This design comes from an exercise in tuning for a short achievable clock period and few clock cycles on the open sky130 flow, not from production work.
Only simulation tests tie the RTL to the original design; equivalence was not proved.
Power figures rest on the tool's default switching activity, not on a simulated workload.

`flow/run.sh`:
```
#!/bin/bash
# synth_recipe.tcl (not shown) runs the flow's synth.tcl, then flattens the netlist and writes it again
# the make line also repeats each setting of config.mk as NAME=value (left out here)
make -C /OpenROAD-flow-scripts/flow DESIGN_CONFIG=/design/flow/config.mk WORK_HOME=/design/flow/orfs CLKGATE_MAP_FILE= SYNTH_SCRIPT=/design/flow/synth_recipe.tcl finish
```
`flow/design.v`:
```
module proj1(Clk, Rst, MemQ_IO, MemRW_IO, MemAddr_IO, MemD_IO);
input Clk;
input Rst;
input [15:0] MemQ_IO;
output MemRW_IO;
output [7:0] MemAddr_IO;
output [15:0] MemD_IO;
localparam NE = 8;       
localparam NI = 16;      
integer k;
function [15:0] pdec;
	input [15:0] w;
	reg hi0;
	begin
		hi0 = (w[7:4] == 4'd0);
		pdec = {w[15:8],
		        hi0 & (w[3:0] == 4'd1), hi0 & (w[3:0] == 4'd2), hi0 & (w[3:0] == 4'd5),
		        hi0 & (w[3:0] == 4'd9), hi0 & (w[3:0] == 4'd10), hi0 & (w[3:0] == 4'd6),
		        hi0 & (w[3:0] == 4'd4), hi0 & (w[3:0] == 4'd3)};
	end
endfunction
function [15:0] add16;
	input [15:0] x, y;
	reg [15:0] g, p, gn, pn;
	integer i, d;
	begin
		g = x & y;
		p = x ^ y;
		for (d = 1; d < 16; d = d * 2) begin
			gn = g;
			pn = p;
			for (i = d; i < 16; i = i + 1) begin
				gn[i] = g[i] | (p[i] & g[i-d]);
				pn[i] = p[i] & p[i-d];
			end
			g = gn;
			p = pn;
		end
		add16 = x ^ y ^ {g[14:0], 1'b0};
	end
endfunction
function [11:0] add12;
	input [11:0] x, y;
	input c;
	reg [12:0] g, p, gn, pn;
	integer i, d;
	begin
		g = {x & y, c};
		p = {x ^ y, 1'b0};
		for (d = 1; d < 13; d = d * 2) begin
			gn = g;
			pn = p;
			for (i = d; i < 13; i = i + 1) begin
				gn[i] = g[i] | (p[i] & g[i-d]);
				pn[i] = p[i] & p[i-d];
			end
			g = gn;
			p = pn;
		end
		add12 = x ^ y ^ g[11:0];
	end
endfunction
reg [7:0]  addr;       
reg        we;         
reg        bf;         
reg        bo;         
reg [7:0]  npc;        
reg [15:0] iq0, iq1, iq2;
reg [1:0]  qn;         
reg e1_add, e1_or, e1_ld, e1_mul, e1_neg, e1_st, e1_jz, e1_hit;
reg [NE-1:0] e1_sel;
reg [7:0]  e1_a;
reg x_add, x_or, x_ld, x_mul, x_neg;
reg [15:0] od;         
reg x_mul2;
reg [179:0] mt;        
reg [15:0] oh_lo, oh_hi;   
reg        mz;         
reg [15:0] acc;
reg        redir;
reg [7:0]  jz_a;
reg [8*NE-1:0]  c_tag;
reg [16*NE-1:0] c_dat;
reg [NE-1:0] c_val;
reg [NE-1:0] c_ptr;    
reg [8*NI-1:0]  i_tag;
reg [16*NI-1:0] i_dat;
reg [NI-1:0] i_val;
reg [NI-1:0] i_ptr;    
assign MemAddr_IO = addr;
assign MemRW_IO = we;
assign MemD_IO = acc;
reg [11:0] plo, phi;
always @(*) begin
	plo = 12'd0;
	phi = 12'd0;
	for (k = 1; k < 16; k = k + 1) begin
		plo = plo | ({12{oh_lo[k]}} & mt[12*(k-1) +: 12]);
		phi = phi | ({12{oh_hi[k]}} & mt[12*(k-1) +: 12]);
	end
end
wire [15:0] prod = {add12({4'd0, plo[11:4]}, phi, 1'b0), plo[3:0]};
wire [15:0] sum = add16(acc, od);
wire idle = ~(x_add | x_or | x_ld | x_neg | x_mul2);
wire [15:0] acc_nx = ({16{x_add}} & sum) | ({16{x_or}} & (acc | od)) | ({16{x_ld}} & od) |
                     ({16{x_mul2}} & prod) | ({16{x_neg}} & ~acc) | ({16{idle}} & acc);
wire [11:0] a1 = {4'd0, acc[7:0]};
wire [11:0] a2 = {a1[10:0], 1'b0};
wire [11:0] a4 = {a1[9:0], 2'b0};
wire [11:0] a8 = {a1[8:0], 3'b0};
wire [11:0] m3 = add12(a2, a1, 1'b0);
wire [11:0] m5 = add12(a4, a1, 1'b0);
wire [11:0] m6 = add12(a4, a2, 1'b0);
wire [11:0] m7 = add12(a8, ~a1, 1'b1);
wire [11:0] m9 = add12(a8, a1, 1'b0);
wire [11:0] m10 = add12(a8, a2, 1'b0);
wire [11:0] m11s = a8 ^ a2 ^ a1;                                    
wire [11:0] m11c = {((a8 & a2) | (a8 & a1) | (a2 & a1)), 1'b0};
wire [11:0] m11 = add12(m11s, m11c[11:0], 1'b0);
wire [11:0] m12 = add12(a8, a4, 1'b0);
wire [11:0] m13s = a8 ^ a4 ^ a1;                                    
wire [11:0] m13c = {((a8 & a4) | (a8 & a1) | (a4 & a1)), 1'b0};
wire [11:0] m13 = add12(m13s, m13c[11:0], 1'b0);
wire [11:0] m14 = add12({a8[10:0], 1'b0}, ~a2, 1'b1);
wire [11:0] m15 = add12({a8[10:0], 1'b0}, ~a1, 1'b1);
wire [179:0] mt_nx = {m15, m14, m13, m12, m11, m10, m9, a8, m7, m6, m5, a4, m3, a2, a1};
wire [15:0] cz = {acc[14:0] | od[14:0], 1'b0};
wire add_z = ((acc ^ od) == cz);
wire mz_nx = (acc[7:0] == 8'd0) | (od[7:0] == 8'd0);
wire z = (idle & ~x_mul & (acc == 16'd0)) | (x_neg & (acc == 16'hFFFF)) | (x_ld & (od == 16'd0)) |
         (x_or & ((acc | od) == 16'd0)) | (x_add & add_z) | (x_mul & mz_nx) | (x_mul2 & mz);
reg [NE-1:0] s_hit;
reg [15:0] c_rd;
always @(*) begin
	c_rd = 16'd0;
	for (k = 0; k < NE; k = k + 1) begin
		s_hit[k] = c_val[k] & (c_tag[8*k +: 8] == addr);
		c_rd = c_rd | ({16{e1_sel[k]}} & c_dat[16*k +: 16]);
	end
end
wire c_alloc = bo | (we & ~(|s_hit));
wire c_busy = bo | we;     
wire [7:0] a = iq0[15:8];
wire d_add = iq0[7];
wire d_or  = iq0[6];
wire d_ld  = iq0[5];
wire d_mul = iq0[4];
wire d_neg = iq0[3];
wire d_st  = iq0[2];
wire d_jz  = iq0[1];
wire d_mem = d_add | d_or | d_ld | d_mul;
reg [NE-1:0] hitv;
always @(*)
	for (k = 0; k < NE; k = k + 1)
		hitv[k] = c_val[k] & (c_tag[8*k +: 8] == a) & ~(c_busy & c_ptr[k]);
wire hit = |hitv;
wire blocked = (e1_st & d_mem & ~(hit & (a != e1_a))) | (e1_mul & ~d_jz);
wire dec = (qn != 2'd0) & ~blocked & ~redir;
wire d_o = dec & d_mem & ~hit;      
reg [NI-1:0] ih_n, ih_r, ih_a;
reg [15:0] iw;
always @(*) begin
	iw = 16'd0;
	for (k = 0; k < NI; k = k + 1) begin
		ih_n[k] = i_val[k] & (i_tag[8*k +: 8] == npc);     
		ih_r[k] = i_val[k] & (i_tag[8*k +: 8] == jz_a);    
		ih_a[k] = i_val[k] & (i_tag[8*k +: 8] == addr);    
		iw = iw | ({16{ih_n[k]}} & i_dat[16*k +: 16]);
	end
end
wire i_fill = bf & ~(|ih_a);
wire i_jmp = iw[0];
wire [15:0] pq     = pdec(MemQ_IO);
wire        jmp_in = bf & pq[0];           
wire [7:0]  ja     = pq[15:8];
wire [7:0]  ja1    = ja + 8'd1;
wire [7:0]  npc1   = npc + 8'd1;
wire [7:0]  ra1    = jz_a + 8'd1;
wire        ie     = ~bf & (|ih_n) & ~redir & ((qn != 2'd3) | dec);
wire        enq    = (bf & ~redir & ~jmp_in) | (ie & ~i_jmp);
wire [15:0] qw     = bf ? pq : iw;
wire        room0  = (qn[1] == 1'b0) | ((qn == 2'd2) & ~bf);    
wire        room1  = (qn != 2'd3) | ~bf;                         
wire        room   = dec ? room1 : room0;
wire        f_hit  = redir ? (|ih_r) : (~jmp_in & (|ih_n));
wire        may_fetch = (room | redir) & ~ie & ~f_hit;
wire        n_st  = e1_st & ~redir;         
wire        n_o   = ~n_st & d_o;
wire        n_f   = ~n_st & ~n_o & may_fetch;
always @(posedge Clk) begin
	if (dec) begin
		iq0 <= (qn == 2'd1) ? qw : iq1;
		iq1 <= (qn == 2'd2) ? qw : iq2;
		iq2 <= qw;
	end else begin
		if (qn == 2'd0) iq0 <= qw;
		if (qn == 2'd1) iq1 <= qw;
		if (qn == 2'd2) iq2 <= qw;
	end
	if (Rst | redir)
		qn <= 2'd0;
	else
		case ({dec, enq})
		2'b10: qn <= (qn == 2'd1) ? 2'd0 : (qn == 2'd2) ? 2'd1 : 2'd2;
		2'b01: qn <= (qn == 2'd0) ? 2'd1 : (qn == 2'd1) ? 2'd2 : 2'd3;
		default: ;
		endcase
	jz_a <= e1_a;
	if (Rst)
		redir <= 1'b0;
	else
		redir <= e1_jz & z & ~redir;
	e1_a <= a;
	e1_sel <= hitv;
	e1_hit <= hit;
	if (Rst) begin
		{e1_add, e1_or, e1_ld, e1_mul, e1_neg, e1_st, e1_jz} <= 7'd0;
	end else begin
		{e1_add, e1_or, e1_ld, e1_mul, e1_neg, e1_st, e1_jz} <=
			{7{dec}} & {d_add, d_or, d_ld, d_mul, d_neg, d_st, d_jz};
	end
	od <= e1_hit ? c_rd : MemQ_IO;
	mt <= mt_nx;
	mz <= mz_nx;
	for (k = 0; k < 16; k = k + 1) begin
		oh_lo[k] <= (od[3:0] == k);
		oh_hi[k] <= (od[7:4] == k);
	end
	if (Rst) begin
		{x_add, x_or, x_ld, x_mul, x_neg, x_mul2} <= 6'd0;
		acc <= 16'd0;
	end else begin
		{x_add, x_or, x_ld, x_mul, x_neg} <= {5{~redir}} & {e1_add, e1_or, e1_ld, e1_mul, e1_neg};
		x_mul2 <= x_mul;
		acc <= acc_nx;
	end
	if (Rst) begin
		addr <= 8'd0;
		npc <= 8'd1;
		we <= 1'b0;
		bo <= 1'b0;
		bf <= 1'b1;
	end else begin
		we <= n_st;
		bo <= n_o;
		bf <= n_f;
		if (n_st)
			addr <= e1_a;
		else if (n_o)
			addr <= a;
		else if (redir)
			addr <= jz_a;
		else if (jmp_in)
			addr <= ja;
		else
			addr <= npc;
		if (redir)
			npc <= n_f ? ra1 : jz_a;
		else if (jmp_in)
			npc <= n_f ? ja1 : ja;
		else if (ie)
			npc <= i_jmp ? iw[15:8] : npc1;
		else if (n_f)
			npc <= npc1;
	end
	for (k = 0; k < NE; k = k + 1) begin
		if (c_alloc & c_ptr[k]) begin
			c_tag[8*k +: 8] <= addr;
			c_dat[16*k +: 16] <= bo ? MemQ_IO : acc;
		end
		if (we & s_hit[k])
			c_dat[16*k +: 16] <= acc;
	end
	if (Rst) begin
		c_val <= {NE{1'b0}};
		c_ptr <= {{(NE-1){1'b0}}, 1'b1};
	end else if (c_alloc) begin
		c_val <= c_val | c_ptr;
		c_ptr <= {c_ptr[NE-2:0], c_ptr[NE-1]};
	end
	for (k = 0; k < NI; k = k + 1)
		if (i_fill & i_ptr[k]) begin
			i_tag[8*k +: 8] <= addr;
			i_dat[16*k +: 16] <= pq;
		end
	if (Rst) begin
		i_val <= {NI{1'b0}};
		i_ptr <= {{(NI-1){1'b0}}, 1'b1};
	end else if (i_fill) begin
		i_val <= i_val | i_ptr;
		i_ptr <= {i_ptr[NI-2:0], i_ptr[NI-1]};
	end else if (we)
		i_val <= i_val & ~ih_a;
end
endmodule
```
`flow/config.mk`:
```
export PLATFORM = sky130hd
export DESIGN_NAME = proj1
export DESIGN_NICKNAME = proj1
export VERILOG_FILES = /design/flow/design.v
export SDC_FILE = /design/flow/constraint.sdc
export NUM_CORES = 4
export LEC_CHECK = 0
export ABC_CLOCK_PERIOD_IN_PS = 2500
export CAP_MARGIN = 20
export CORE_MARGIN = 2
export CORE_UTILIZATION = 40
export SETUP_SLACK_MARGIN = 4.6
export SLEW_MARGIN = 20
export TNS_END_PERCENT = 100
```
`flow/constraint.sdc`:
```
create_clock -name core_clock -period 7.0 [get_ports {Clk}]
set_input_delay 1.4000 -clock core_clock [delete_from_list [all_inputs] [get_ports {Clk}]]
set_output_delay 1.4000 -clock core_clock [all_outputs]
set_load 0.01 [all_outputs]
```
==> flow_summary.ini <==
[worst_hold_path]
whs_path_depth = 0
hold_path_end = jz_a[0]$_DFF_P_
hold_class = reg -> reg
hp-start = e1_a[0]$_DFF_P_

[detailed_routing]
num_vias = 35760
detail_route.vias_per_cell = 6.185
drt_wl_total_um = 174800
wl_per_cell_um = 30.23
antenna_left = 0
first_pass_iters = 9
drc = 0
drtIter0Drc = 4482

[synth]
ys_warn_count = 1
synthArstFlopShare_pct = 0
synth_edf_count = 591
ys_types = 81
syn_area_um2 = 42870
synth_seq_area_share_pct = 54.15
netlist_top_cells_count = 591 x edfxtp_1, 421 x xnor2_1, 330 x nor2_1
yosysMostFrequentCell = edfxtp_1
syn_inst = 3742
synth_ff_type = edfxtp_1
synth_fp_nets = 3876
syn_area_per_cell_um2 = 11.46
synth_top_area_share_pct = 41.40
synth_top_cell_by_area = edfxtp_1
ys_seq_elements = 864
synth.area.top_cells = edfxtp_1 41%, dfxtp_1 13%, xnor2_1 8.6%, xor2_1 3.8%, nor2_1 2.9%

[final_layout]
diodes = 0
nFillCells = 8319
drive_above_1_share_pct = 35.42
stdcell_count = 5782
fin_util_pct = 56.16
areaGrowthSynthToFinish_pct = 39.85
final_nets = 4432
fin_area_um2 = 59950

[critical_path]
cpMaxStageDelayCell = edfxtp_1
r2r-end = npc[5]$_SDFFE_PP0P_
end_kind = flop
crit_top_cell = buf_4
ff2ff_path_depth = 15
cp_cell_sequence = buf_12 -> buf_4 -> xnor2_1 -> nand4_1 -> nor3_2 -> nor4_4 -> a311oi_4 -> buf_4 -> nor2_4 -> mux2i_1 -> buf_6 -> buf_4 -> o31ai_2 -> nand3_1 -> a32o_1
critPathMaxFanout = 14
path_class = reg -> reg
r2r_setup_slack_ns = 3.66
rr_startpoint = iq0[10]$_DFFE_PP_
arrival_ns = 3.95
required_ns = 7.61
max_stage_delay_ns = 0.42
cp-start-kind = flop

[floorplanning]
dieArea_um2 = 109800
fp.dieH_um = 331.4
die_x_um = 331.4
coreArea_um2 = 106800
ios = 43
placementRows = 120
initial_core_util_pct = 40.16

[run_status]
outcome = finished clean

[clock_tree]
clk_root_buffer_cell = clkbuf_16
clock_latency_ns = 0.73
htree_levels = 3
path_clk_slew_ns = 0.07
cts.sinks = 864
numCtsBuffers = 97
cts_tree = yes
cts_buffer_depth = 3

[placement]
io_buffers = 42
placedCellCount = 5019
dpl_cell_area_um2 = 45350
dpl.hpwl_um = 82100
gp_congestion = 0.9199

[sta]
skew_ns = 0.09126
finalHoldViolCount = 0
rsz0062_at_grt = true
min_period_ns = 3.336
fmaxAchievable_ghz = 0.2998
max-slew-margin-rel_pct = 20.28
setup_violations = 0
tns_ns = 0
drv_slew = 0
worstMarginPinSlew_ns = 1.163
final_min_period_over_clock_period_pct = 47.65

[pwr]
leakagePower_nw = 21.86
peakVddDrop_mv = 0.2223
pwr_density_cell_nw_per_um2 = 362.0

[global_route]
grt_pass1_wl_um = 234200
grt_usage_pct = 28.78
grt_max_degree = 55
grt_pass1_vias = 33340
antenna_found_initial = 2
overflow = 0

[flow_run]
cap_violations = 0
metrics by stage:
step | total power, mW | hold WS [ns] | setup slack (ns)
after floorplan | 11.45 | 0.3609 | 3.330
after global placement | 12.78 | 0.3796 | 1.518
after detailed placement | 12.85 | 0.3754 | 2.100
after CTS | 20.58 | 0.3832 | 3.826
after global routing | 22.34 | 0.3902 | 3.574
final | 21.70 | 0.3715 | 3.664
power by group:
| part | internal, mW | switching, mW |
|---|---|---|
| registers | 6.40 | 0.666 |
| logic | 4.22 | 5.00 |
| clock network | 3.15 | 2.27 |
sequential cells by signal, summed over array words and instances (netlist names), 16 cells and up:
name   count
i_dat    256
od        16
i_val     16
c_tag     64
acc       16
i_ptr     16
mt        72
i_tag    128
c_dat    128
routing by layer:
metal	track usage (%)	share of wire [%]	vias to the layer above
met4	14.62	7.2	2
li1	-	-	14990
met1	36.24	36	17620
met2	47.32	46	2402
met5	0	0.0074	-
met3	5.455	10	749
layout by cell type (no fill, tap or decap), types with 32 or more instances in the layout:
cell type / synthesis / final
nand3_1: 67 / 61
a221oi_1: 95 / 64
xnor2_2: 1 / 44
buf_8: 0 / 41
a221oi_2: 1 / 32
buf_4: 19 / 259
nor2_1: 330 / 159
nor2_4: 1 / 144
buf_12: 0 / 118
a21oi_1: 233 / 138
buf_6: 23 / 184
xnor2_1: 421 / 373
dfxtp_1: 273 / 206
nor3_1: 55 / 38
xor2_1: 188 / 177
a22o_1: 86 / 86
a21oi_2: 0 / 93
inv_1: 126 / 110
edfxtp_1: 591 / 591
nand2_1: 128 / 102
ha_1: 98 / 81
clkbuf_16: 0 / 128
nand4_1: 120 / 120
o21ai_0: 68 / 49
a22oi_1: 126 / 120
nor2_2: 0 / 40
dfxtp_4: 0 / 42
what timing repair did:
item,in CTS,in global routing
setup buffers,391,98
endpoints found under the setup margin,1036,910
cloned,57,37
resized for setup,829,493
hold buffers,0,0
pin swaps,190,151
hold endpoints to repair,0,0
worst max path at each step:
stage | from | to | slack [ns] | depth (start not counted)
4_1_cts | iq0[8]$_DFFE_PP_ | npc[3]$_SDFFE_PP0P_ | 3.83 | 12
2_1_floorplan | MemQ_IO[7] | npc[3]$_SDFFE_PP0P_ | 3.33 | 10
6_report | iq0[10]$_DFFE_PP_ | npc[5]$_SDFFE_PP0P_ | 3.66 | 15
3_5_place_dp | MemQ_IO[7] | npc[7]$_SDFFE_PP0P_ | 2.10 | 10
3_3_place_gp | MemQ_IO[7] | npc[7]$_SDFFE_PP0P_ | 1.52 | 10
5_1_grt | iq0[8]$_DFFE_PP_ | npc[5]$_SDFFE_PP0P_ | 3.57 | 15
kinds of logic (layout without fill, tap and decap cells):
logic type / count (synthesis) / after routing / synth area share, %
simple gates: 898 / 923 / 10.67
xor+xnor: 610 / 610 / 12.48
fa+ha+maj: 116 / 116 / 3.701
buf+inv: 371 / 981 / 3.896
mux: 77 / 77 / 1.918
compound gates: 806 / 808 / 13.19
flops: 864 / 864 / 54.15
cell type report:
cell class / count / area, um2 / area share, %
repair buffers: 675 / 8681 / 14.48
clock buffers: 124 / 2724 / 4.544
flip-flops and latches: 864 / 23400 / 39.03
multi-input cells: 2534 / 22190 / 37.02
inverters: 126 / 528.0 / 0.8807
clock inverters: 56 / 666.9 / 1.112
well taps: 1403 / 1755 / 2.928
worst max-delay path: cells and delay by family, from the launching register on:
family / cells / cell delay [ns]
and+or+nand+nor: 5 / 0.80
muxes: 1 / 0.17
DFF: 1 / 0.42
AOI/OAI and AO/OA: 3 / 0.87
xor gates and xnor gates: 1 / 0.19
buffers and inverters: 5 / 0.82
Testbench counts, summed over its fixed seeds: cycles 12,374.

re-timing with driven ports:
How much do the figures lean on ideal ports? The routed layout below was timed once more, with nothing changed but the port constraints.
Step 1 assumes that a clkbuf_16 drives the clock port and a buf_2 every other input.
Step 2, shift: input delay + t, output delay - t, t = (earliest + latest rising clock arrival at the registers) / 2. This alone moves slack from input paths to output paths.
a / b / c = ideal / step 1 / step 2; a / b = the first two.
shift t [ns]: 0.758
setup WS [ns]: 3.664 / 3.664 / 3.151
clock arrival spread, ns: 0.096 / 0.096
cell pins on the clock port's net: 1
After both steps this run still meets setup and hold. For this run, drivers alone change the setup slack by 0.000 ns; drivers and shift together by -0.513 ns.
